What follows belongs to an exercise in optimizing a design on an open flow for small area; a production flow would make more cautious choices.
Function was checked by simulation only, so behaviour that the tests miss may differ from the original.
Power figures rest on the tool's default switching activity, not on a simulated workload.

<file path="flow/config.mk">
export PLATFORM = sky130hd
export DESIGN_NAME = ALU_TOP
export DESIGN_NICKNAME = ALU_TOP
export VERILOG_FILES = /design/flow/design.v
export SDC_FILE = /design/flow/constraint.sdc
export NUM_CORES = 4
export LEC_CHECK = 0
export ABC_AREA = 1
export CAP_MARGIN = 20
export CORE_MARGIN = 2
export CORE_UTILIZATION = 40
export GPL_TIMING_DRIVEN = 0
export SLEW_MARGIN = 20
</file>
<file path="flow/constraint.sdc">
create_clock -name core_clock -period 34.0 [get_ports {Clk}]
set_input_delay 6.8000 -clock core_clock [delete_from_list [all_inputs] [get_ports {Clk}]]
set_output_delay 6.8000 -clock core_clock [all_outputs]
set_load 0.01 [all_outputs]
</file>
<file path="flow/design.v">
module Decoder_UNIT (
 input  wire [1:0] ALU_FUN,
 output wire       Arith_Enable,Logic_Enable,CMP_Enable,Shift_Enable
);
assign Arith_Enable = ALU_FUN == 2'b00;
assign Logic_Enable = ALU_FUN == 2'b01;
assign CMP_Enable   = ALU_FUN == 2'b10;
assign Shift_Enable = ALU_FUN == 2'b11;
endmodule
module ARITHMETIC_UNIT #(parameter WIDTH=16)
(
 input  wire [WIDTH-1:0] A,B,
 input  wire [3:0]       FUN,
 output wire [WIDTH-1:0] Arith_comb,
 output wire             Carry_comb,
 output wire             Ge,      
 output wire             Eq       
);
wire mul = FUN[1] & ~FUN[0] & ~FUN[3];
wire div = FUN[1] &  FUN[0] & ~FUN[3];
wire sub = FUN[0] | FUN[3];
wire [WIDTH-1:0] Bx = B ^ {WIDTH{sub}};
wire [WIDTH:0]   hiz;    
wire [WIDTH-1:0] sel;
assign hiz[0] = 1'b1;
assign hiz[1] = hiz[0] & ~B[15];
assign hiz[2] = hiz[1] & ~B[14];
assign hiz[3] = hiz[2] & ~B[13];
assign hiz[4] = hiz[3] & ~B[12];
assign hiz[5] = hiz[4] & ~B[11];
assign hiz[6] = hiz[5] & ~B[10];
assign hiz[7] = hiz[6] & ~B[9];
assign hiz[8] = hiz[7] & ~B[8];
assign hiz[9] = hiz[8] & ~B[7];
assign hiz[10] = hiz[9] & ~B[6];
assign hiz[11] = hiz[10] & ~B[5];
assign hiz[12] = hiz[11] & ~B[4];
assign hiz[13] = hiz[12] & ~B[3];
assign hiz[14] = hiz[13] & ~B[2];
assign hiz[15] = hiz[14] & ~B[1];
assign hiz[16] = hiz[15] & ~B[0];
wire [15:0] x16 = mul ? {WIDTH{1'b0}} : A;
wire [0:0] a15 = x16[15:15];
wire [0:0] b15 = Bx[0:0];
wire [0:0] s15;
wire co15;
wire [0:0] p15 = a15 ^ b15;
wire [0:0] g15_0 = a15 & b15 | {{0{1'b0}}, sub & p15[0]};
wire [0:0] t15_0 = a15 | b15;
assign s15 = p15 ^ {sub};
assign co15 = g15_0[0];
assign sel[15] = mul ? A[15] : (div & co15 & hiz[15]);
wire [15:0] x15 = {sel[15] ? s15 : a15, x16[14:0]};
wire [1:0] a14 = x15[15:14];
wire [1:0] b14 = Bx[1:0];
wire [1:0] s14;
wire co14;
wire [1:0] p14 = a14 ^ b14;
wire [1:0] g14_0 = a14 & b14 | {{1{1'b0}}, sub & p14[0]};
wire [1:0] t14_0 = a14 | b14;
wire g14_1_1 = g14_0[1] | (t14_0[1] & g14_0[0]);
wire t14_1_1 = t14_0[1] & t14_0[0];
assign s14 = p14 ^ {g14_0[0], sub};
assign co14 = g14_1_1;
assign sel[14] = mul ? A[14] : (div & co14 & hiz[14]);
wire [15:0] x14 = {sel[14] ? s14 : a14, x15[13:0]};
wire [2:0] a13 = x14[15:13];
wire [2:0] b13 = Bx[2:0];
wire [2:0] s13;
wire co13;
wire [2:0] p13 = a13 ^ b13;
wire [2:0] g13_0 = a13 & b13 | {{2{1'b0}}, sub & p13[0]};
wire [2:0] t13_0 = a13 | b13;
wire g13_1_1 = g13_0[1] | (t13_0[1] & g13_0[0]);
wire t13_1_1 = t13_0[1] & t13_0[0];
wire g13_2_2 = g13_0[2] | (t13_0[2] & g13_1_1);
wire t13_2_2 = t13_0[2] & t13_1_1;
assign s13 = p13 ^ {g13_1_1, g13_0[0], sub};
assign co13 = g13_2_2;
assign sel[13] = mul ? A[13] : (div & co13 & hiz[13]);
wire [15:0] x13 = {sel[13] ? s13 : a13, x14[12:0]};
wire [3:0] a12 = x13[15:12];
wire [3:0] b12 = Bx[3:0];
wire [3:0] s12;
wire co12;
wire [3:0] p12 = a12 ^ b12;
wire [3:0] g12_0 = a12 & b12 | {{3{1'b0}}, sub & p12[0]};
wire [3:0] t12_0 = a12 | b12;
wire g12_1_1 = g12_0[1] | (t12_0[1] & g12_0[0]);
wire t12_1_1 = t12_0[1] & t12_0[0];
wire g12_1_3 = g12_0[3] | (t12_0[3] & g12_0[2]);
wire t12_1_3 = t12_0[3] & t12_0[2];
wire g12_2_2 = g12_0[2] | (t12_0[2] & g12_1_1);
wire t12_2_2 = t12_0[2] & t12_1_1;
wire g12_2_3 = g12_1_3 | (t12_1_3 & g12_1_1);
wire t12_2_3 = t12_1_3 & t12_1_1;
assign s12 = p12 ^ {g12_2_2, g12_1_1, g12_0[0], sub};
assign co12 = g12_2_3;
assign sel[12] = mul ? A[12] : (div & co12 & hiz[12]);
wire [15:0] x12 = {sel[12] ? s12 : a12, x13[11:0]};
wire [4:0] a11 = x12[15:11];
wire [4:0] b11 = Bx[4:0];
wire [4:0] s11;
wire co11;
wire [4:0] p11 = a11 ^ b11;
wire [4:0] g11_0 = a11 & b11 | {{4{1'b0}}, sub & p11[0]};
wire [4:0] t11_0 = a11 | b11;
wire g11_1_1 = g11_0[1] | (t11_0[1] & g11_0[0]);
wire t11_1_1 = t11_0[1] & t11_0[0];
wire g11_1_3 = g11_0[3] | (t11_0[3] & g11_0[2]);
wire t11_1_3 = t11_0[3] & t11_0[2];
wire g11_2_2 = g11_0[2] | (t11_0[2] & g11_1_1);
wire t11_2_2 = t11_0[2] & t11_1_1;
wire g11_2_3 = g11_1_3 | (t11_1_3 & g11_1_1);
wire t11_2_3 = t11_1_3 & t11_1_1;
wire g11_3_4 = g11_0[4] | (t11_0[4] & g11_2_3);
wire t11_3_4 = t11_0[4] & t11_2_3;
assign s11 = p11 ^ {g11_2_3, g11_2_2, g11_1_1, g11_0[0], sub};
assign co11 = g11_3_4;
assign sel[11] = mul ? A[11] : (div & co11 & hiz[11]);
wire [15:0] x11 = {sel[11] ? s11 : a11, x12[10:0]};
wire [5:0] a10 = x11[15:10];
wire [5:0] b10 = Bx[5:0];
wire [5:0] s10;
wire co10;
wire [5:0] p10 = a10 ^ b10;
wire [5:0] g10_0 = a10 & b10 | {{5{1'b0}}, sub & p10[0]};
wire [5:0] t10_0 = a10 | b10;
wire g10_1_1 = g10_0[1] | (t10_0[1] & g10_0[0]);
wire t10_1_1 = t10_0[1] & t10_0[0];
wire g10_1_3 = g10_0[3] | (t10_0[3] & g10_0[2]);
wire t10_1_3 = t10_0[3] & t10_0[2];
wire g10_1_5 = g10_0[5] | (t10_0[5] & g10_0[4]);
wire t10_1_5 = t10_0[5] & t10_0[4];
wire g10_2_2 = g10_0[2] | (t10_0[2] & g10_1_1);
wire t10_2_2 = t10_0[2] & t10_1_1;
wire g10_2_3 = g10_1_3 | (t10_1_3 & g10_1_1);
wire t10_2_3 = t10_1_3 & t10_1_1;
wire g10_3_4 = g10_0[4] | (t10_0[4] & g10_2_3);
wire t10_3_4 = t10_0[4] & t10_2_3;
wire g10_3_5 = g10_1_5 | (t10_1_5 & g10_2_3);
wire t10_3_5 = t10_1_5 & t10_2_3;
assign s10 = p10 ^ {g10_3_4, g10_2_3, g10_2_2, g10_1_1, g10_0[0], sub};
assign co10 = g10_3_5;
assign sel[10] = mul ? A[10] : (div & co10 & hiz[10]);
wire [15:0] x10 = {sel[10] ? s10 : a10, x11[9:0]};
wire [6:0] a9 = x10[15:9];
wire [6:0] b9 = Bx[6:0];
wire [6:0] s9;
wire co9;
wire [6:0] p9 = a9 ^ b9;
wire [6:0] g9_0 = a9 & b9 | {{6{1'b0}}, sub & p9[0]};
wire [6:0] t9_0 = a9 | b9;
wire g9_1_1 = g9_0[1] | (t9_0[1] & g9_0[0]);
wire t9_1_1 = t9_0[1] & t9_0[0];
wire g9_1_3 = g9_0[3] | (t9_0[3] & g9_0[2]);
wire t9_1_3 = t9_0[3] & t9_0[2];
wire g9_1_5 = g9_0[5] | (t9_0[5] & g9_0[4]);
wire t9_1_5 = t9_0[5] & t9_0[4];
wire g9_2_2 = g9_0[2] | (t9_0[2] & g9_1_1);
wire t9_2_2 = t9_0[2] & t9_1_1;
wire g9_2_3 = g9_1_3 | (t9_1_3 & g9_1_1);
wire t9_2_3 = t9_1_3 & t9_1_1;
wire g9_2_6 = g9_0[6] | (t9_0[6] & g9_1_5);
wire t9_2_6 = t9_0[6] & t9_1_5;
wire g9_3_4 = g9_0[4] | (t9_0[4] & g9_2_3);
wire t9_3_4 = t9_0[4] & t9_2_3;
wire g9_3_5 = g9_1_5 | (t9_1_5 & g9_2_3);
wire t9_3_5 = t9_1_5 & t9_2_3;
wire g9_3_6 = g9_2_6 | (t9_2_6 & g9_2_3);
wire t9_3_6 = t9_2_6 & t9_2_3;
assign s9 = p9 ^ {g9_3_5, g9_3_4, g9_2_3, g9_2_2, g9_1_1, g9_0[0], sub};
assign co9 = g9_3_6;
assign sel[9] = mul ? A[9] : (div & co9 & hiz[9]);
wire [15:0] x9 = {sel[9] ? s9 : a9, x10[8:0]};
wire [7:0] a8 = x9[15:8];
wire [7:0] b8 = Bx[7:0];
wire [7:0] s8;
wire co8;
wire [7:0] p8 = a8 ^ b8;
wire [7:0] g8_0 = a8 & b8 | {{7{1'b0}}, sub & p8[0]};
wire [7:0] t8_0 = a8 | b8;
wire g8_1_1 = g8_0[1] | (t8_0[1] & g8_0[0]);
wire t8_1_1 = t8_0[1] & t8_0[0];
wire g8_1_3 = g8_0[3] | (t8_0[3] & g8_0[2]);
wire t8_1_3 = t8_0[3] & t8_0[2];
wire g8_1_5 = g8_0[5] | (t8_0[5] & g8_0[4]);
wire t8_1_5 = t8_0[5] & t8_0[4];
wire g8_1_7 = g8_0[7] | (t8_0[7] & g8_0[6]);
wire t8_1_7 = t8_0[7] & t8_0[6];
wire g8_2_2 = g8_0[2] | (t8_0[2] & g8_1_1);
wire t8_2_2 = t8_0[2] & t8_1_1;
wire g8_2_3 = g8_1_3 | (t8_1_3 & g8_1_1);
wire t8_2_3 = t8_1_3 & t8_1_1;
wire g8_2_6 = g8_0[6] | (t8_0[6] & g8_1_5);
wire t8_2_6 = t8_0[6] & t8_1_5;
wire g8_2_7 = g8_1_7 | (t8_1_7 & g8_1_5);
wire t8_2_7 = t8_1_7 & t8_1_5;
wire g8_3_4 = g8_0[4] | (t8_0[4] & g8_2_3);
wire t8_3_4 = t8_0[4] & t8_2_3;
wire g8_3_5 = g8_1_5 | (t8_1_5 & g8_2_3);
wire t8_3_5 = t8_1_5 & t8_2_3;
wire g8_3_6 = g8_2_6 | (t8_2_6 & g8_2_3);
wire t8_3_6 = t8_2_6 & t8_2_3;
wire g8_3_7 = g8_2_7 | (t8_2_7 & g8_2_3);
wire t8_3_7 = t8_2_7 & t8_2_3;
assign s8 = p8 ^ {g8_3_6, g8_3_5, g8_3_4, g8_2_3, g8_2_2, g8_1_1, g8_0[0], sub};
assign co8 = g8_3_7;
assign sel[8] = mul ? A[8] : (div & co8 & hiz[8]);
wire [15:0] x8 = {sel[8] ? s8 : a8, x9[7:0]};
wire [8:0] a7 = x8[15:7];
wire [8:0] b7 = Bx[8:0];
wire [8:0] s7;
wire co7;
wire [8:0] p7 = a7 ^ b7;
wire [8:0] g7_0 = a7 & b7 | {{8{1'b0}}, sub & p7[0]};
wire [8:0] t7_0 = a7 | b7;
wire g7_1_1 = g7_0[1] | (t7_0[1] & g7_0[0]);
wire t7_1_1 = t7_0[1] & t7_0[0];
wire g7_1_3 = g7_0[3] | (t7_0[3] & g7_0[2]);
wire t7_1_3 = t7_0[3] & t7_0[2];
wire g7_1_5 = g7_0[5] | (t7_0[5] & g7_0[4]);
wire t7_1_5 = t7_0[5] & t7_0[4];
wire g7_1_7 = g7_0[7] | (t7_0[7] & g7_0[6]);
wire t7_1_7 = t7_0[7] & t7_0[6];
wire g7_2_2 = g7_0[2] | (t7_0[2] & g7_1_1);
wire t7_2_2 = t7_0[2] & t7_1_1;
wire g7_2_3 = g7_1_3 | (t7_1_3 & g7_1_1);
wire t7_2_3 = t7_1_3 & t7_1_1;
wire g7_2_6 = g7_0[6] | (t7_0[6] & g7_1_5);
wire t7_2_6 = t7_0[6] & t7_1_5;
wire g7_2_7 = g7_1_7 | (t7_1_7 & g7_1_5);
wire t7_2_7 = t7_1_7 & t7_1_5;
wire g7_3_4 = g7_0[4] | (t7_0[4] & g7_2_3);
wire t7_3_4 = t7_0[4] & t7_2_3;
wire g7_3_5 = g7_1_5 | (t7_1_5 & g7_2_3);
wire t7_3_5 = t7_1_5 & t7_2_3;
wire g7_3_6 = g7_2_6 | (t7_2_6 & g7_2_3);
wire t7_3_6 = t7_2_6 & t7_2_3;
wire g7_3_7 = g7_2_7 | (t7_2_7 & g7_2_3);
wire t7_3_7 = t7_2_7 & t7_2_3;
wire g7_4_8 = g7_0[8] | (t7_0[8] & g7_3_7);
wire t7_4_8 = t7_0[8] & t7_3_7;
assign s7 = p7 ^ {g7_3_7, g7_3_6, g7_3_5, g7_3_4, g7_2_3, g7_2_2, g7_1_1, g7_0[0], sub};
assign co7 = g7_4_8;
assign sel[7] = mul ? A[7] : (div & co7 & hiz[7]);
wire [15:0] x7 = {sel[7] ? s7 : a7, x8[6:0]};
wire [9:0] a6 = x7[15:6];
wire [9:0] b6 = Bx[9:0];
wire [9:0] s6;
wire co6;
wire [9:0] p6 = a6 ^ b6;
wire [9:0] g6_0 = a6 & b6 | {{9{1'b0}}, sub & p6[0]};
wire [9:0] t6_0 = a6 | b6;
wire g6_1_1 = g6_0[1] | (t6_0[1] & g6_0[0]);
wire t6_1_1 = t6_0[1] & t6_0[0];
wire g6_1_3 = g6_0[3] | (t6_0[3] & g6_0[2]);
wire t6_1_3 = t6_0[3] & t6_0[2];
wire g6_1_5 = g6_0[5] | (t6_0[5] & g6_0[4]);
wire t6_1_5 = t6_0[5] & t6_0[4];
wire g6_1_7 = g6_0[7] | (t6_0[7] & g6_0[6]);
wire t6_1_7 = t6_0[7] & t6_0[6];
wire g6_1_9 = g6_0[9] | (t6_0[9] & g6_0[8]);
wire t6_1_9 = t6_0[9] & t6_0[8];
wire g6_2_2 = g6_0[2] | (t6_0[2] & g6_1_1);
wire t6_2_2 = t6_0[2] & t6_1_1;
wire g6_2_3 = g6_1_3 | (t6_1_3 & g6_1_1);
wire t6_2_3 = t6_1_3 & t6_1_1;
wire g6_2_6 = g6_0[6] | (t6_0[6] & g6_1_5);
wire t6_2_6 = t6_0[6] & t6_1_5;
wire g6_2_7 = g6_1_7 | (t6_1_7 & g6_1_5);
wire t6_2_7 = t6_1_7 & t6_1_5;
wire g6_3_4 = g6_0[4] | (t6_0[4] & g6_2_3);
wire t6_3_4 = t6_0[4] & t6_2_3;
wire g6_3_5 = g6_1_5 | (t6_1_5 & g6_2_3);
wire t6_3_5 = t6_1_5 & t6_2_3;
wire g6_3_6 = g6_2_6 | (t6_2_6 & g6_2_3);
wire t6_3_6 = t6_2_6 & t6_2_3;
wire g6_3_7 = g6_2_7 | (t6_2_7 & g6_2_3);
wire t6_3_7 = t6_2_7 & t6_2_3;
wire g6_4_8 = g6_0[8] | (t6_0[8] & g6_3_7);
wire t6_4_8 = t6_0[8] & t6_3_7;
wire g6_4_9 = g6_1_9 | (t6_1_9 & g6_3_7);
wire t6_4_9 = t6_1_9 & t6_3_7;
assign s6 = p6 ^ {g6_4_8, g6_3_7, g6_3_6, g6_3_5, g6_3_4, g6_2_3, g6_2_2, g6_1_1, g6_0[0], sub};
assign co6 = g6_4_9;
assign sel[6] = mul ? A[6] : (div & co6 & hiz[6]);
wire [15:0] x6 = {sel[6] ? s6 : a6, x7[5:0]};
wire [10:0] a5 = x6[15:5];
wire [10:0] b5 = Bx[10:0];
wire [10:0] s5;
wire co5;
wire [10:0] p5 = a5 ^ b5;
wire [10:0] g5_0 = a5 & b5 | {{10{1'b0}}, sub & p5[0]};
wire [10:0] t5_0 = a5 | b5;
wire g5_1_1 = g5_0[1] | (t5_0[1] & g5_0[0]);
wire t5_1_1 = t5_0[1] & t5_0[0];
wire g5_1_3 = g5_0[3] | (t5_0[3] & g5_0[2]);
wire t5_1_3 = t5_0[3] & t5_0[2];
wire g5_1_5 = g5_0[5] | (t5_0[5] & g5_0[4]);
wire t5_1_5 = t5_0[5] & t5_0[4];
wire g5_1_7 = g5_0[7] | (t5_0[7] & g5_0[6]);
wire t5_1_7 = t5_0[7] & t5_0[6];
wire g5_1_9 = g5_0[9] | (t5_0[9] & g5_0[8]);
wire t5_1_9 = t5_0[9] & t5_0[8];
wire g5_2_2 = g5_0[2] | (t5_0[2] & g5_1_1);
wire t5_2_2 = t5_0[2] & t5_1_1;
wire g5_2_3 = g5_1_3 | (t5_1_3 & g5_1_1);
wire t5_2_3 = t5_1_3 & t5_1_1;
wire g5_2_6 = g5_0[6] | (t5_0[6] & g5_1_5);
wire t5_2_6 = t5_0[6] & t5_1_5;
wire g5_2_7 = g5_1_7 | (t5_1_7 & g5_1_5);
wire t5_2_7 = t5_1_7 & t5_1_5;
wire g5_2_10 = g5_0[10] | (t5_0[10] & g5_1_9);
wire t5_2_10 = t5_0[10] & t5_1_9;
wire g5_3_4 = g5_0[4] | (t5_0[4] & g5_2_3);
wire t5_3_4 = t5_0[4] & t5_2_3;
wire g5_3_5 = g5_1_5 | (t5_1_5 & g5_2_3);
wire t5_3_5 = t5_1_5 & t5_2_3;
wire g5_3_6 = g5_2_6 | (t5_2_6 & g5_2_3);
wire t5_3_6 = t5_2_6 & t5_2_3;
wire g5_3_7 = g5_2_7 | (t5_2_7 & g5_2_3);
wire t5_3_7 = t5_2_7 & t5_2_3;
wire g5_4_8 = g5_0[8] | (t5_0[8] & g5_3_7);
wire t5_4_8 = t5_0[8] & t5_3_7;
wire g5_4_9 = g5_1_9 | (t5_1_9 & g5_3_7);
wire t5_4_9 = t5_1_9 & t5_3_7;
wire g5_4_10 = g5_2_10 | (t5_2_10 & g5_3_7);
wire t5_4_10 = t5_2_10 & t5_3_7;
assign s5 = p5 ^ {g5_4_9, g5_4_8, g5_3_7, g5_3_6, g5_3_5, g5_3_4, g5_2_3, g5_2_2, g5_1_1, g5_0[0], sub};
assign co5 = g5_4_10;
assign sel[5] = mul ? A[5] : (div & co5 & hiz[5]);
wire [15:0] x5 = {sel[5] ? s5 : a5, x6[4:0]};
wire [11:0] a4 = x5[15:4];
wire [11:0] b4 = Bx[11:0];
wire [11:0] s4;
wire co4;
wire [11:0] p4 = a4 ^ b4;
wire [11:0] g4_0 = a4 & b4 | {{11{1'b0}}, sub & p4[0]};
wire [11:0] t4_0 = a4 | b4;
wire g4_1_1 = g4_0[1] | (t4_0[1] & g4_0[0]);
wire t4_1_1 = t4_0[1] & t4_0[0];
wire g4_1_3 = g4_0[3] | (t4_0[3] & g4_0[2]);
wire t4_1_3 = t4_0[3] & t4_0[2];
wire g4_1_5 = g4_0[5] | (t4_0[5] & g4_0[4]);
wire t4_1_5 = t4_0[5] & t4_0[4];
wire g4_1_7 = g4_0[7] | (t4_0[7] & g4_0[6]);
wire t4_1_7 = t4_0[7] & t4_0[6];
wire g4_1_9 = g4_0[9] | (t4_0[9] & g4_0[8]);
wire t4_1_9 = t4_0[9] & t4_0[8];
wire g4_1_11 = g4_0[11] | (t4_0[11] & g4_0[10]);
wire t4_1_11 = t4_0[11] & t4_0[10];
wire g4_2_2 = g4_0[2] | (t4_0[2] & g4_1_1);
wire t4_2_2 = t4_0[2] & t4_1_1;
wire g4_2_3 = g4_1_3 | (t4_1_3 & g4_1_1);
wire t4_2_3 = t4_1_3 & t4_1_1;
wire g4_2_6 = g4_0[6] | (t4_0[6] & g4_1_5);
wire t4_2_6 = t4_0[6] & t4_1_5;
wire g4_2_7 = g4_1_7 | (t4_1_7 & g4_1_5);
wire t4_2_7 = t4_1_7 & t4_1_5;
wire g4_2_10 = g4_0[10] | (t4_0[10] & g4_1_9);
wire t4_2_10 = t4_0[10] & t4_1_9;
wire g4_2_11 = g4_1_11 | (t4_1_11 & g4_1_9);
wire t4_2_11 = t4_1_11 & t4_1_9;
wire g4_3_4 = g4_0[4] | (t4_0[4] & g4_2_3);
wire t4_3_4 = t4_0[4] & t4_2_3;
wire g4_3_5 = g4_1_5 | (t4_1_5 & g4_2_3);
wire t4_3_5 = t4_1_5 & t4_2_3;
wire g4_3_6 = g4_2_6 | (t4_2_6 & g4_2_3);
wire t4_3_6 = t4_2_6 & t4_2_3;
wire g4_3_7 = g4_2_7 | (t4_2_7 & g4_2_3);
wire t4_3_7 = t4_2_7 & t4_2_3;
wire g4_4_8 = g4_0[8] | (t4_0[8] & g4_3_7);
wire t4_4_8 = t4_0[8] & t4_3_7;
wire g4_4_9 = g4_1_9 | (t4_1_9 & g4_3_7);
wire t4_4_9 = t4_1_9 & t4_3_7;
wire g4_4_10 = g4_2_10 | (t4_2_10 & g4_3_7);
wire t4_4_10 = t4_2_10 & t4_3_7;
wire g4_4_11 = g4_2_11 | (t4_2_11 & g4_3_7);
wire t4_4_11 = t4_2_11 & t4_3_7;
assign s4 = p4 ^ {g4_4_10, g4_4_9, g4_4_8, g4_3_7, g4_3_6, g4_3_5, g4_3_4, g4_2_3, g4_2_2, g4_1_1, g4_0[0], sub};
assign co4 = g4_4_11;
assign sel[4] = mul ? A[4] : (div & co4 & hiz[4]);
wire [15:0] x4 = {sel[4] ? s4 : a4, x5[3:0]};
wire [12:0] a3 = x4[15:3];
wire [12:0] b3 = Bx[12:0];
wire [12:0] s3;
wire co3;
wire [12:0] p3 = a3 ^ b3;
wire [12:0] g3_0 = a3 & b3 | {{12{1'b0}}, sub & p3[0]};
wire [12:0] t3_0 = a3 | b3;
wire g3_1_1 = g3_0[1] | (t3_0[1] & g3_0[0]);
wire t3_1_1 = t3_0[1] & t3_0[0];
wire g3_1_3 = g3_0[3] | (t3_0[3] & g3_0[2]);
wire t3_1_3 = t3_0[3] & t3_0[2];
wire g3_1_5 = g3_0[5] | (t3_0[5] & g3_0[4]);
wire t3_1_5 = t3_0[5] & t3_0[4];
wire g3_1_7 = g3_0[7] | (t3_0[7] & g3_0[6]);
wire t3_1_7 = t3_0[7] & t3_0[6];
wire g3_1_9 = g3_0[9] | (t3_0[9] & g3_0[8]);
wire t3_1_9 = t3_0[9] & t3_0[8];
wire g3_1_11 = g3_0[11] | (t3_0[11] & g3_0[10]);
wire t3_1_11 = t3_0[11] & t3_0[10];
wire g3_2_2 = g3_0[2] | (t3_0[2] & g3_1_1);
wire t3_2_2 = t3_0[2] & t3_1_1;
wire g3_2_3 = g3_1_3 | (t3_1_3 & g3_1_1);
wire t3_2_3 = t3_1_3 & t3_1_1;
wire g3_2_6 = g3_0[6] | (t3_0[6] & g3_1_5);
wire t3_2_6 = t3_0[6] & t3_1_5;
wire g3_2_7 = g3_1_7 | (t3_1_7 & g3_1_5);
wire t3_2_7 = t3_1_7 & t3_1_5;
wire g3_2_10 = g3_0[10] | (t3_0[10] & g3_1_9);
wire t3_2_10 = t3_0[10] & t3_1_9;
wire g3_2_11 = g3_1_11 | (t3_1_11 & g3_1_9);
wire t3_2_11 = t3_1_11 & t3_1_9;
wire g3_3_4 = g3_0[4] | (t3_0[4] & g3_2_3);
wire t3_3_4 = t3_0[4] & t3_2_3;
wire g3_3_5 = g3_1_5 | (t3_1_5 & g3_2_3);
wire t3_3_5 = t3_1_5 & t3_2_3;
wire g3_3_6 = g3_2_6 | (t3_2_6 & g3_2_3);
wire t3_3_6 = t3_2_6 & t3_2_3;
wire g3_3_7 = g3_2_7 | (t3_2_7 & g3_2_3);
wire t3_3_7 = t3_2_7 & t3_2_3;
wire g3_3_12 = g3_0[12] | (t3_0[12] & g3_2_11);
wire t3_3_12 = t3_0[12] & t3_2_11;
wire g3_4_8 = g3_0[8] | (t3_0[8] & g3_3_7);
wire t3_4_8 = t3_0[8] & t3_3_7;
wire g3_4_9 = g3_1_9 | (t3_1_9 & g3_3_7);
wire t3_4_9 = t3_1_9 & t3_3_7;
wire g3_4_10 = g3_2_10 | (t3_2_10 & g3_3_7);
wire t3_4_10 = t3_2_10 & t3_3_7;
wire g3_4_11 = g3_2_11 | (t3_2_11 & g3_3_7);
wire t3_4_11 = t3_2_11 & t3_3_7;
wire g3_4_12 = g3_3_12 | (t3_3_12 & g3_3_7);
wire t3_4_12 = t3_3_12 & t3_3_7;
assign s3 = p3 ^ {g3_4_11, g3_4_10, g3_4_9, g3_4_8, g3_3_7, g3_3_6, g3_3_5, g3_3_4, g3_2_3, g3_2_2, g3_1_1, g3_0[0], sub};
assign co3 = g3_4_12;
assign sel[3] = mul ? A[3] : (div & co3 & hiz[3]);
wire [15:0] x3 = {sel[3] ? s3 : a3, x4[2:0]};
wire [13:0] a2 = x3[15:2];
wire [13:0] b2 = Bx[13:0];
wire [13:0] s2;
wire co2;
wire [13:0] p2 = a2 ^ b2;
wire [13:0] g2_0 = a2 & b2 | {{13{1'b0}}, sub & p2[0]};
wire [13:0] t2_0 = a2 | b2;
wire g2_1_1 = g2_0[1] | (t2_0[1] & g2_0[0]);
wire t2_1_1 = t2_0[1] & t2_0[0];
wire g2_1_3 = g2_0[3] | (t2_0[3] & g2_0[2]);
wire t2_1_3 = t2_0[3] & t2_0[2];
wire g2_1_5 = g2_0[5] | (t2_0[5] & g2_0[4]);
wire t2_1_5 = t2_0[5] & t2_0[4];
wire g2_1_7 = g2_0[7] | (t2_0[7] & g2_0[6]);
wire t2_1_7 = t2_0[7] & t2_0[6];
wire g2_1_9 = g2_0[9] | (t2_0[9] & g2_0[8]);
wire t2_1_9 = t2_0[9] & t2_0[8];
wire g2_1_11 = g2_0[11] | (t2_0[11] & g2_0[10]);
wire t2_1_11 = t2_0[11] & t2_0[10];
wire g2_1_13 = g2_0[13] | (t2_0[13] & g2_0[12]);
wire t2_1_13 = t2_0[13] & t2_0[12];
wire g2_2_2 = g2_0[2] | (t2_0[2] & g2_1_1);
wire t2_2_2 = t2_0[2] & t2_1_1;
wire g2_2_3 = g2_1_3 | (t2_1_3 & g2_1_1);
wire t2_2_3 = t2_1_3 & t2_1_1;
wire g2_2_6 = g2_0[6] | (t2_0[6] & g2_1_5);
wire t2_2_6 = t2_0[6] & t2_1_5;
wire g2_2_7 = g2_1_7 | (t2_1_7 & g2_1_5);
wire t2_2_7 = t2_1_7 & t2_1_5;
wire g2_2_10 = g2_0[10] | (t2_0[10] & g2_1_9);
wire t2_2_10 = t2_0[10] & t2_1_9;
wire g2_2_11 = g2_1_11 | (t2_1_11 & g2_1_9);
wire t2_2_11 = t2_1_11 & t2_1_9;
wire g2_3_4 = g2_0[4] | (t2_0[4] & g2_2_3);
wire t2_3_4 = t2_0[4] & t2_2_3;
wire g2_3_5 = g2_1_5 | (t2_1_5 & g2_2_3);
wire t2_3_5 = t2_1_5 & t2_2_3;
wire g2_3_6 = g2_2_6 | (t2_2_6 & g2_2_3);
wire t2_3_6 = t2_2_6 & t2_2_3;
wire g2_3_7 = g2_2_7 | (t2_2_7 & g2_2_3);
wire t2_3_7 = t2_2_7 & t2_2_3;
wire g2_3_12 = g2_0[12] | (t2_0[12] & g2_2_11);
wire t2_3_12 = t2_0[12] & t2_2_11;
wire g2_3_13 = g2_1_13 | (t2_1_13 & g2_2_11);
wire t2_3_13 = t2_1_13 & t2_2_11;
wire g2_4_8 = g2_0[8] | (t2_0[8] & g2_3_7);
wire t2_4_8 = t2_0[8] & t2_3_7;
wire g2_4_9 = g2_1_9 | (t2_1_9 & g2_3_7);
wire t2_4_9 = t2_1_9 & t2_3_7;
wire g2_4_10 = g2_2_10 | (t2_2_10 & g2_3_7);
wire t2_4_10 = t2_2_10 & t2_3_7;
wire g2_4_11 = g2_2_11 | (t2_2_11 & g2_3_7);
wire t2_4_11 = t2_2_11 & t2_3_7;
wire g2_4_12 = g2_3_12 | (t2_3_12 & g2_3_7);
wire t2_4_12 = t2_3_12 & t2_3_7;
wire g2_4_13 = g2_3_13 | (t2_3_13 & g2_3_7);
wire t2_4_13 = t2_3_13 & t2_3_7;
assign s2 = p2 ^ {g2_4_12, g2_4_11, g2_4_10, g2_4_9, g2_4_8, g2_3_7, g2_3_6, g2_3_5, g2_3_4, g2_2_3, g2_2_2, g2_1_1, g2_0[0], sub};
assign co2 = g2_4_13;
assign sel[2] = mul ? A[2] : (div & co2 & hiz[2]);
wire [15:0] x2 = {sel[2] ? s2 : a2, x3[1:0]};
wire [14:0] a1 = x2[15:1];
wire [14:0] b1 = Bx[14:0];
wire [14:0] s1;
wire co1;
wire [14:0] p1 = a1 ^ b1;
wire [14:0] g1_0 = a1 & b1 | {{14{1'b0}}, sub & p1[0]};
wire [14:0] t1_0 = a1 | b1;
wire g1_1_1 = g1_0[1] | (t1_0[1] & g1_0[0]);
wire t1_1_1 = t1_0[1] & t1_0[0];
wire g1_1_3 = g1_0[3] | (t1_0[3] & g1_0[2]);
wire t1_1_3 = t1_0[3] & t1_0[2];
wire g1_1_5 = g1_0[5] | (t1_0[5] & g1_0[4]);
wire t1_1_5 = t1_0[5] & t1_0[4];
wire g1_1_7 = g1_0[7] | (t1_0[7] & g1_0[6]);
wire t1_1_7 = t1_0[7] & t1_0[6];
wire g1_1_9 = g1_0[9] | (t1_0[9] & g1_0[8]);
wire t1_1_9 = t1_0[9] & t1_0[8];
wire g1_1_11 = g1_0[11] | (t1_0[11] & g1_0[10]);
wire t1_1_11 = t1_0[11] & t1_0[10];
wire g1_1_13 = g1_0[13] | (t1_0[13] & g1_0[12]);
wire t1_1_13 = t1_0[13] & t1_0[12];
wire g1_2_2 = g1_0[2] | (t1_0[2] & g1_1_1);
wire t1_2_2 = t1_0[2] & t1_1_1;
wire g1_2_3 = g1_1_3 | (t1_1_3 & g1_1_1);
wire t1_2_3 = t1_1_3 & t1_1_1;
wire g1_2_6 = g1_0[6] | (t1_0[6] & g1_1_5);
wire t1_2_6 = t1_0[6] & t1_1_5;
wire g1_2_7 = g1_1_7 | (t1_1_7 & g1_1_5);
wire t1_2_7 = t1_1_7 & t1_1_5;
wire g1_2_10 = g1_0[10] | (t1_0[10] & g1_1_9);
wire t1_2_10 = t1_0[10] & t1_1_9;
wire g1_2_11 = g1_1_11 | (t1_1_11 & g1_1_9);
wire t1_2_11 = t1_1_11 & t1_1_9;
wire g1_2_14 = g1_0[14] | (t1_0[14] & g1_1_13);
wire t1_2_14 = t1_0[14] & t1_1_13;
wire g1_3_4 = g1_0[4] | (t1_0[4] & g1_2_3);
wire t1_3_4 = t1_0[4] & t1_2_3;
wire g1_3_5 = g1_1_5 | (t1_1_5 & g1_2_3);
wire t1_3_5 = t1_1_5 & t1_2_3;
wire g1_3_6 = g1_2_6 | (t1_2_6 & g1_2_3);
wire t1_3_6 = t1_2_6 & t1_2_3;
wire g1_3_7 = g1_2_7 | (t1_2_7 & g1_2_3);
wire t1_3_7 = t1_2_7 & t1_2_3;
wire g1_3_12 = g1_0[12] | (t1_0[12] & g1_2_11);
wire t1_3_12 = t1_0[12] & t1_2_11;
wire g1_3_13 = g1_1_13 | (t1_1_13 & g1_2_11);
wire t1_3_13 = t1_1_13 & t1_2_11;
wire g1_3_14 = g1_2_14 | (t1_2_14 & g1_2_11);
wire t1_3_14 = t1_2_14 & t1_2_11;
wire g1_4_8 = g1_0[8] | (t1_0[8] & g1_3_7);
wire t1_4_8 = t1_0[8] & t1_3_7;
wire g1_4_9 = g1_1_9 | (t1_1_9 & g1_3_7);
wire t1_4_9 = t1_1_9 & t1_3_7;
wire g1_4_10 = g1_2_10 | (t1_2_10 & g1_3_7);
wire t1_4_10 = t1_2_10 & t1_3_7;
wire g1_4_11 = g1_2_11 | (t1_2_11 & g1_3_7);
wire t1_4_11 = t1_2_11 & t1_3_7;
wire g1_4_12 = g1_3_12 | (t1_3_12 & g1_3_7);
wire t1_4_12 = t1_3_12 & t1_3_7;
wire g1_4_13 = g1_3_13 | (t1_3_13 & g1_3_7);
wire t1_4_13 = t1_3_13 & t1_3_7;
wire g1_4_14 = g1_3_14 | (t1_3_14 & g1_3_7);
wire t1_4_14 = t1_3_14 & t1_3_7;
assign s1 = p1 ^ {g1_4_13, g1_4_12, g1_4_11, g1_4_10, g1_4_9, g1_4_8, g1_3_7, g1_3_6, g1_3_5, g1_3_4, g1_2_3, g1_2_2, g1_1_1, g1_0[0], sub};
assign co1 = g1_4_14;
assign sel[1] = mul ? A[1] : (div & co1 & hiz[1]);
wire [15:0] x1 = {sel[1] ? s1 : a1, x2[0:0]};
wire [15:0] a0 = x1[15:0];
wire [15:0] b0 = Bx[15:0];
wire [15:0] s0;
wire co0;
wire [15:0] p0 = a0 ^ b0;
wire [15:0] g0_0 = a0 & b0 | {{15{1'b0}}, sub & p0[0]};
wire [15:0] t0_0 = a0 | b0;
wire g0_1_1 = g0_0[1] | (t0_0[1] & g0_0[0]);
wire t0_1_1 = t0_0[1] & t0_0[0];
wire g0_1_3 = g0_0[3] | (t0_0[3] & g0_0[2]);
wire t0_1_3 = t0_0[3] & t0_0[2];
wire g0_1_5 = g0_0[5] | (t0_0[5] & g0_0[4]);
wire t0_1_5 = t0_0[5] & t0_0[4];
wire g0_1_7 = g0_0[7] | (t0_0[7] & g0_0[6]);
wire t0_1_7 = t0_0[7] & t0_0[6];
wire g0_1_9 = g0_0[9] | (t0_0[9] & g0_0[8]);
wire t0_1_9 = t0_0[9] & t0_0[8];
wire g0_1_11 = g0_0[11] | (t0_0[11] & g0_0[10]);
wire t0_1_11 = t0_0[11] & t0_0[10];
wire g0_1_13 = g0_0[13] | (t0_0[13] & g0_0[12]);
wire t0_1_13 = t0_0[13] & t0_0[12];
wire g0_1_15 = g0_0[15] | (t0_0[15] & g0_0[14]);
wire t0_1_15 = t0_0[15] & t0_0[14];
wire g0_2_2 = g0_0[2] | (t0_0[2] & g0_1_1);
wire t0_2_2 = t0_0[2] & t0_1_1;
wire g0_2_3 = g0_1_3 | (t0_1_3 & g0_1_1);
wire t0_2_3 = t0_1_3 & t0_1_1;
wire g0_2_6 = g0_0[6] | (t0_0[6] & g0_1_5);
wire t0_2_6 = t0_0[6] & t0_1_5;
wire g0_2_7 = g0_1_7 | (t0_1_7 & g0_1_5);
wire t0_2_7 = t0_1_7 & t0_1_5;
wire g0_2_10 = g0_0[10] | (t0_0[10] & g0_1_9);
wire t0_2_10 = t0_0[10] & t0_1_9;
wire g0_2_11 = g0_1_11 | (t0_1_11 & g0_1_9);
wire t0_2_11 = t0_1_11 & t0_1_9;
wire g0_2_14 = g0_0[14] | (t0_0[14] & g0_1_13);
wire t0_2_14 = t0_0[14] & t0_1_13;
wire g0_2_15 = g0_1_15 | (t0_1_15 & g0_1_13);
wire t0_2_15 = t0_1_15 & t0_1_13;
wire g0_3_4 = g0_0[4] | (t0_0[4] & g0_2_3);
wire t0_3_4 = t0_0[4] & t0_2_3;
wire g0_3_5 = g0_1_5 | (t0_1_5 & g0_2_3);
wire t0_3_5 = t0_1_5 & t0_2_3;
wire g0_3_6 = g0_2_6 | (t0_2_6 & g0_2_3);
wire t0_3_6 = t0_2_6 & t0_2_3;
wire g0_3_7 = g0_2_7 | (t0_2_7 & g0_2_3);
wire t0_3_7 = t0_2_7 & t0_2_3;
wire g0_3_12 = g0_0[12] | (t0_0[12] & g0_2_11);
wire t0_3_12 = t0_0[12] & t0_2_11;
wire g0_3_13 = g0_1_13 | (t0_1_13 & g0_2_11);
wire t0_3_13 = t0_1_13 & t0_2_11;
wire g0_3_14 = g0_2_14 | (t0_2_14 & g0_2_11);
wire t0_3_14 = t0_2_14 & t0_2_11;
wire g0_3_15 = g0_2_15 | (t0_2_15 & g0_2_11);
wire t0_3_15 = t0_2_15 & t0_2_11;
wire g0_4_8 = g0_0[8] | (t0_0[8] & g0_3_7);
wire t0_4_8 = t0_0[8] & t0_3_7;
wire g0_4_9 = g0_1_9 | (t0_1_9 & g0_3_7);
wire t0_4_9 = t0_1_9 & t0_3_7;
wire g0_4_10 = g0_2_10 | (t0_2_10 & g0_3_7);
wire t0_4_10 = t0_2_10 & t0_3_7;
wire g0_4_11 = g0_2_11 | (t0_2_11 & g0_3_7);
wire t0_4_11 = t0_2_11 & t0_3_7;
wire g0_4_12 = g0_3_12 | (t0_3_12 & g0_3_7);
wire t0_4_12 = t0_3_12 & t0_3_7;
wire g0_4_13 = g0_3_13 | (t0_3_13 & g0_3_7);
wire t0_4_13 = t0_3_13 & t0_3_7;
wire g0_4_14 = g0_3_14 | (t0_3_14 & g0_3_7);
wire t0_4_14 = t0_3_14 & t0_3_7;
wire g0_4_15 = g0_3_15 | (t0_3_15 & g0_3_7);
wire t0_4_15 = t0_3_15 & t0_3_7;
assign s0 = p0 ^ {g0_4_14, g0_4_13, g0_4_12, g0_4_11, g0_4_10, g0_4_9, g0_4_8, g0_3_7, g0_3_6, g0_3_5, g0_3_4, g0_2_3, g0_2_2, g0_1_1, g0_0[0], sub};
assign co0 = g0_4_15;
assign sel[0] = FUN[1] ? (FUN[0] ? co0 : A[0]) : 1'b1;
wire [15:0] x0 = sel[0] ? s0 : a0;
assign Arith_comb = div ? sel : x0;
assign Carry_comb = ~FUN[3] & ~FUN[2] & ~FUN[1] & ~FUN[0] & co0;
assign Ge = co0;
assign Eq = ~|s0;
endmodule
module LOGIC_UNIT #(parameter WIDTH=16)
(
 input  wire [WIDTH-1:0] A,B,
 input  wire [1:0]       Logic_FUN,
 output wire [WIDTH-1:0] Logic_comb
);
assign Logic_comb = {WIDTH{Logic_FUN[1]}} ^ (Logic_FUN[0] ? (A | B) : (A & B));
endmodule
module CMP_UNIT
(
 input  wire       Ge, Eq,
 input  wire [1:0] CMP_FUN,
 output wire [1:0] CMP_comb
);
wire lt = ~Ge;
wire gt = Ge & ~Eq;
assign CMP_comb[0] = CMP_FUN[0] & (CMP_FUN[1] ? lt : Eq);
assign CMP_comb[1] = CMP_FUN[1] & (CMP_FUN[0] ? lt : gt);
endmodule
module SHIFT_UNIT #(parameter WIDTH=16)
(
 input  wire [WIDTH-1:0] A,B,
 input  wire [1:0]       Shift_FUN,
 output wire [WIDTH-1:0] Shift_comb
);
wire [WIDTH-1:0] src = Shift_FUN[1] ? B : A;
assign Shift_comb = Shift_FUN[0] ? {src[WIDTH-2:0],1'b0} : {1'b0,src[WIDTH-1:1]};
endmodule
module ALU_TOP #(parameter WIDTH=16)
(
 input wire      [WIDTH-1:0]      A,B,
 input wire      [3:0]            ALU_FUN,
 input wire                       Clk,RST,
 output reg      [WIDTH-1:0]      Arith_OUT,Logic_OUT,
 output reg      [WIDTH-1:0]      CMP_OUT,SHIFT_OUT,
 output reg                       Carry_OUT,Arith_Flag,Logic_Flag,CMP_Flag,SHIFT_Flag
);
wire             Arith_Enable,Logic_Enable,CMP_Enable,Shift_Enable;
wire [WIDTH-1:0] Arith_comb,Logic_comb,Shift_comb;
wire [1:0]       CMP_comb;
wire             Carry_comb,Ge,Eq;
Decoder_UNIT U_Decoder (
.ALU_FUN(ALU_FUN[3:2]),
.Arith_Enable(Arith_Enable),
.Logic_Enable(Logic_Enable),
.CMP_Enable(CMP_Enable),
.Shift_Enable(Shift_Enable)
);
ARITHMETIC_UNIT U_Arithmetic (
.A(A), .B(B), .FUN(ALU_FUN),
.Arith_comb(Arith_comb), .Carry_comb(Carry_comb), .Ge(Ge), .Eq(Eq)
);
LOGIC_UNIT U_Logic (.A(A), .B(B), .Logic_FUN(ALU_FUN[1:0]), .Logic_comb(Logic_comb));
CMP_UNIT U_CMP (.Ge(Ge), .Eq(Eq), .CMP_FUN(ALU_FUN[1:0]), .CMP_comb(CMP_comb));
SHIFT_UNIT U_Shift (.A(A), .B(B), .Shift_FUN(ALU_FUN[1:0]), .Shift_comb(Shift_comb));
always @(posedge Clk or negedge RST)
 begin
  if(!RST)
   begin
    Arith_OUT  <= 'b0;
    Logic_OUT  <= 'b0;
    CMP_OUT    <= 'b0;
    SHIFT_OUT  <= 'b0;
    Carry_OUT  <= 1'b0;
    Arith_Flag <= 1'b0;
    Logic_Flag <= 1'b0;
    CMP_Flag   <= 1'b0;
    SHIFT_Flag <= 1'b0;
   end
  else
   begin
    Arith_OUT  <= Arith_Enable ? Arith_comb : 'b0;
    Logic_OUT  <= Logic_Enable ? Logic_comb : 'b0;
    CMP_OUT    <= CMP_Enable   ? {{(WIDTH-2){1'b0}},CMP_comb} : 'b0;
    SHIFT_OUT  <= Shift_Enable ? Shift_comb : 'b0;
    Carry_OUT  <= Carry_comb;
    Arith_Flag <= Arith_Enable;
    Logic_Flag <= Logic_Enable;
    CMP_Flag   <= CMP_Enable;
    SHIFT_Flag <= Shift_Enable;
   end
 end
endmodule
</file>
<file path="flow/run.sh">
#!/bin/bash
# synth_recipe.tcl (not shown) runs the flow's synth.tcl, then flattens the netlist and writes it again
# the make line also repeats each setting of config.mk as NAME=value (left out here)
make -C /OpenROAD-flow-scripts/flow DESIGN_CONFIG=/design/flow/config.mk WORK_HOME=/design/flow/orfs CLKGATE_MAP_FILE= SYNTH_SCRIPT=/design/flow/synth_recipe.tcl finish
</file>
==> results.tsv, run 1 <==
metric	value	unit
grt ovf	0	
Max-cap violations	0	
# setup viols final	0	
Sink Count	55	
full die area	29600	um^2
area leader, netlist	ha_1	
Max Clk Rate	30.8	MHz
ANT cells	0	
Synth async-reset ratio	100	%
Die X	172	um
HPWL Detailed	28700	um
Core Region	27800	um^2
status	timing/DRC/antenna clean	
largest net degree at the start of global routing	56	
arrival time of the worst setup path	32.62	ns
Hold Vio Cnt, Final	0	
PortBufs	89	
Final #Nets	2188	
Placement Cell Area	12800	um^2
critical path class	input port to register	
min-delay worst type	input port to asynchronous set/reset pin	
Final Critical Period	32.45	ns
Critical-path top delay cell	fa_1	
Synth area leaders	ha_1, dfrtp_1, nand2_1, inv_1, a21oi_1	
Via Count	11600	
FF+latch count, synth	55	
CTS buffer count	5	
die height	172	um
CTS tree	built	
first-pass GRT wire length	56600	um
post-synthesis cell area	11300	um^2
Post-Place Worst Slack	-5.37	ns
Clock Pin Slew Worst Setup and Hold Paths	0.07	ns
final core occ	55.4	%
crit-path max cell delay	0.38	ns
final wirelength	38600	um
Final Cell Area	15400	um^2
Mapped Cells	1632	
post-route setup TNS	0	ns
clk buf depth	2	
total power	0.576	mW
GRT Overall Usage	24.5	%
final setup margin	1.55	ns
Worst Max-Slew Pin Slew	1.23	ns
vias in the first global route	10600	
drt wl/cell	16.8	um
Final Max Tran Viols	0	
VDD IR max	25.7	uV
Remaining DRCs	0	
Via density	5.07	
yosys warns	1	
Required @ worst endpoint	34.17	ns
Root Driver	clkbuf_16	
power per cell area	37.4	nW/um^2
Slew HR	18.0	%
share of the synthesized area in the top cell type	22.8	%
cell mode on critical path	nor2_1	
Leak Pwr	8.03	nW
fill count	2612	
top cells by count, synth	nand2_1, inv_1, ha_1, a21oi_1, o21ai_0	
final period utilization	95.4	%
placed insts	2118	
syn avg cell area	6.92	um^2
post-route non-filler standard cell count	2296	
crit end category	register	
Detailed Routing Iterations Pass 1	5	
Routed Antenna Nets	0	
top-count cell post-synth	nand2_1	
H-tree Lvls	2	
Seq/Total Area, Yosys	12.2	%
1st-iter DRT viols	849	
share of layout cells above drive strength 1	29.3	%
Post-synth EDFFs	0	
Top-Level Pins	107	
crit-path max FO	7	
Final Wtd Congestion	0.931	
Yosys cell types	51	
initial antenna violation count	0	
worst hold slack	6.54	ns
Initial Utilization	40.6	%
P&R area growth vs syn	36.5	%
Synth Flop Type	dfrtp_1	
row count	61	
Critical Path Start Type	input port	
[routing by layer]
metal	part of all wire [%]	up-vias	GRT usage [%]
met5	0	-	0
met2	47	426	42.5
met1	43	5430	32.0
met3	6.2	89	1.85
met4	4.1	0	9.21
li1	-	5689	-
[repair_timing]
item / CTS / global route
setup endpoints to repair: 19 / 19
buffers inserted: 80 / 82
hold buffers: 0 / 0
pin swaps: 36 / 116
cloned: 1 / 7
resized for setup: 115 / 238
[layout by cell type (no fill, tap or decap), drive strengths merged, types with 66 or more instances in the layout]
cell type,instances
nand2,399
inv,262
buf,216
ha,206
a21oi,126
o21ai,119
nor2,102
nand3,89
clkdlybuf4s50,75
xor2,66
[area by class of cell]
cell class                 instances  area (um^2)  share of cell area (%)
clock inverter                     3         46.3                   0.301
buffer                            53          469                    3.05
inverter                         269         1040                    6.78
clock buffer                       5          125                   0.812
sequential                        55         1380                    8.94
multi-input combinational       1270         9580                    62.2
timing repair buffer             263         2290                    14.9
tap                              378          473                    3.07
[final timing paths]
check / start / to / cells past startpoint
min in group core_clock: ALU_FUN[3] / SHIFT_Flag$_DFF_PN0_ / 3
max in group asynchronous: RST / SHIFT_OUT[0]$_DFF_PN0_ / 1
setup / recovery: B[12] / Arith_OUT[13]$_DFF_PN0_ / 220
hold / removal: RST / Arith_OUT[12]$_DFF_PN0_ / 1
[registers in the layout, indices dropped and copies added (netlist names)]
| signal | flops |
|---|---|
| Arith_OUT | 16 |
| Logic_OUT | 16 |
| SHIFT_OUT | 16 |
| CMP_OUT | 2 |
| Arith_Flag | 1 |
| CMP_Flag | 1 |
| Carry_OUT | 1 |
| Logic_Flag | 1 |
| SHIFT_Flag | 1 |
[worst max-delay path, delay by kind of cell]
family,cells,cell delay [ns]
AOI/OAI and AO/OA,37,4.82
xor gates and xnor gates,1,0.18
and+or+nand+nor,112,11.53
buffers and inverters,54,5.69
adders and majority gates,16,3.51
[power by group]
part	total (mW)	leakage, nW	switching (mW)	internal [mW]
clock	0.0595	0.0804	0.0245	0.0350
sequential	0.0720	0.738	0.00135	0.0707
combinational	0.445	7.21	0.251	0.194
total	0.576	8.03	0.277	0.299
[cell families (layout without fill, tap and decap cells)]
logic type                 count (synthesis)  count (layout)  synth area share (%)
DFF                                       55              55                  12.2
adders and majority gates                233             233                  27.6
muxes                                      1               1                0.0887
AOI/OAI and AO/OA                        279             279                  13.1
buffers and inverters                    322             593                  12.3
and+or+nand+nor                          633             635                  26.3
other                                      1              14                0.0332
xor gates and xnor gates                 108             108                  8.45
==> run 2, diff against run 1 <==
--- a/flow/config.mk
+++ b/flow/config.mk
@@ -10,4 +10,3 @@
 export CORE_MARGIN = 2
 export CORE_UTILIZATION = 40
-export GPL_TIMING_DRIVEN = 0
 export SLEW_MARGIN = 20
==> run 2 against run 1 <==
  * Power decreased by 7.9%
  * Still clean on timing, DRC and antenna
  * Via count fell by 3.9%
  * Cell area is 7.5% lower
  * Hold slack improved by 0.085 ns
  * First-iteration DRC count fell by 16%
  * Sequential share of layout area is 0.72 points higher
  * Non-clock buffer count fell by 96
  * Final cell count shrank 4.1%
  * Core utilization decreased by 4.1 points
  * Critical endpoint unchanged
==> results.tsv, run 2 <==
metric	value	unit
status	timing/DRC/antenna clean	
clk buf depth	2	
P&R area growth vs syn	26.3	%
crit-path leading delay family	simple AND/OR/NAND/NOR gates	
FF+latch count, synth	55	
Final Wtd Congestion	0.899	
Slew HR	9.58	%
Yosys cell types	51	
Max Clk Rate	30.9	MHz
Via Count	11200	
capture point of the critical path	Arith_OUT[13]$_DFF_PN0_	
critical path class	input port to register	
Final Cell Area	14300	um^2
Hold Vio Cnt, Final	0	
Sink Count	55	
die height	172	um
Top-Level Pins	107	
Leak Pwr	7.53	nW
post-route non-filler standard cell count	2202	
drt wl/cell	17.5	um
HPWL Detailed	29400	um
Max-cap violations	0	
Via density	5.08	
grt ovf	0	
VDD IR max	18.1	uV
Final Critical Period	32.31	ns
Mapped Cells	1632	
Worst Max-Slew Pin Slew	1.35	ns
Required @ worst endpoint	34.21	ns
crit end category	register	
Post-CTS Hold Fix Bufs	0	
CTS tree	built	
share of layout cells above drive strength 1	23.2	%
Buf/Inv on CP	26	
Critical Path Start Type	input port	
Seq/Total Area, Yosys	12.2	%
share of the synthesized area in the top cell type	22.8	%
first-pass GRT wire length	57200	um
post-synthesis cell area	11300	um^2
# setup viols final	0	
final wirelength	38500	um
CTS buffer count	5	
Synth async-reset ratio	100	%
placed insts	2134	
syn avg cell area	6.92	um^2
cell mode on critical path	nor2_1	
Placement Cell Area	12900	um^2
critical path depth	199	
GRT Overall Usage	24.9	%
vias in the first global route	10500	
most common cell after layout, fill and taps aside	nand2_1	
initial antenna violation count	0	
largest net degree at the start of global routing	63	
ANT cells	0	
top cells by count, synth	nand2_1, inv_1, ha_1, a21oi_1, o21ai_0	
final period utilization	95.0	%
Die X	172	um
Synth Flop Type	dfrtp_1	
PortBufs	92	
arrival time of the worst setup path	32.53	ns
Routed Antenna Nets	0	
row count	61	
Final #Nets	2094	
Critical Path Source	B[14]	
Synth area leaders	ha_1, dfrtp_1, nand2_1, inv_1, a21oi_1	
1st-iter DRT viols	716	
Post-synth EDFFs	0	
yosys warns	1	
commonest cells after routing, fill and taps aside	nand2_1, inv_1, ha_1	
H-tree Lvls	2	
Final Max Tran Viols	0	
Initial Utilization	40.6	%
min-delay worst type	input port to asynchronous set/reset pin	
Regs by FF count	Arith_OUT: 16 flops, Logic_OUT: 16 flops, SHIFT_OUT: 16 flops	
full die area	29600	um^2
crit-path max FO	8	
Critical-path top delay cell	fa_1	
Remaining DRCs	0	
Root Driver	clkbuf_16	
Core Region	27800	um^2
power per cell area	37.2	nW/um^2
Clock Pin Slew Worst Setup and Hold Paths	0.08	ns
Detailed Routing Iterations Pass 1	7	
area leader, netlist	ha_1	
top-count cell post-synth	nand2_1	
crit-path max cell delay	0.48	ns
run 2: repair_timing:
action / CTS / global route
endpoints found under the hold margin: 0 / 0
setup endpoints to repair: 19 / 19
gates resized for setup: 35 / 210
buffers inserted: 2 / 52
pin swaps: 2 / 86
gates cloned: 1 / 5
run 2: cell type report:
class | instances | area [um^2]
Timing Repair Buffer | 220 | 1940
Clock buffer | 6 | 139
Tap cell | 378 | 473
Clock inverter | 2 | 16.3
Fill cell | 2727 | 13500
Multi-Input combinational cell | 1272 | 9280
Sequential cell | 55 | 1380
Inverter | 269 | 1020
run 2: how the worst min path moves through the flow:
stage	slack (ns)	depth (start not counted)	to	startpoint
floorplan	6.50	0	Arith_Flag$_DFF_PN0_	RST
global placement	6.97	2	Arith_OUT[3]$_DFF_PN0_	RST
detailed placement	6.97	2	Arith_OUT[0]$_DFF_PN0_	RST
CTS	6.65	2	Arith_OUT[0]$_DFF_PN0_	RST
global route	6.71	2	Arith_OUT[3]$_DFF_PN0_	RST
finish	6.62	2	CMP_Flag$_DFF_PN0_	RST
run 2: routing by layer:
metal,global-route usage (%),share of wire [%],vias up
li1,-,-,5512
met1,32.2,43,5202
met2,44.0,48,392
met3,2.13,6.1,70
met4,7.53,3.6,0
met5,0,0,-
run 2: kinds of logic after synthesis:
| kind of cell | share of synthesized area, % |
|---|---|
| compound gates | 13.1 |
| buf+inv | 12.3 |
| other cells | 0.0332 |
| flops | 12.2 |
| mux | 0.0887 |
| fa+ha+maj | 27.6 |
| simple gates | 26.3 |
| xor+xnor | 8.45 |
run 2: report_power, final:
group	total [mW]	switching, mW	internal [mW]
sequential	0.0721	0.00146	0.0706
combinational	0.404	0.238	0.166
clock	0.0545	0.0249	0.0295
run 2: stage by stage:
stage / util [%] / hold slack (ns) / setup WS (ns) / TNS (ns) / total power [mW]
global route: 51.3 / 6.71 / -0.313 / -3.91 / 0.580
global placement: 46.4 / 6.97 / -0.787 / -11.60 / 0.423
floorplan: - / 6.50 / 2.27 / 0 / 0.330
CTS: 47.4 / 6.65 / 0.0134 / 0 / 0.488
detailed placement: 46.4 / 6.97 / -1.40 / -23.32 / 0.427
finish: 51.3 / 6.62 / 1.69 / 0 / 0.530

-- port drivers added, routing unchanged --
Ports are ideal in the flow. The routed layouts listed here were re-timed in OpenROAD. Step 1: set_driving_cell puts a clkbuf_16 on Clk and a buf_2 on each other input, an assumption about the parent block. Step 2 times the ports against the registers' clock, not the clock port: input delays grow and output delays shrink by t, the midpoint of the rising clock arrivals with the driver on. a / b / c = no drivers / after step 1 / after step 2; a / b = the first two.
| run | shift t [ns] | slack for setup (ns) | hold WS [ns] | worst setup path after step 2 | slew at the worst register clock pin (ns) |
|---|---|---|---|---|---|
| run 1 | 0.333 | 1.555 / 1.557 / 1.224 | 6.537 / 6.524 / 6.857 | input to register | 0.07 / 0.07 |
| run 2 | 0.333 | 1.687 / 1.687 / 1.354 | 6.622 / 6.609 / 6.942 | input to register | 0.08 / 0.08 |
After both steps setup and hold are still met in every run listed. For run 2, which loses most, drivers alone change the setup slack by 0.000 ns; drivers and shift together by -0.333 ns.
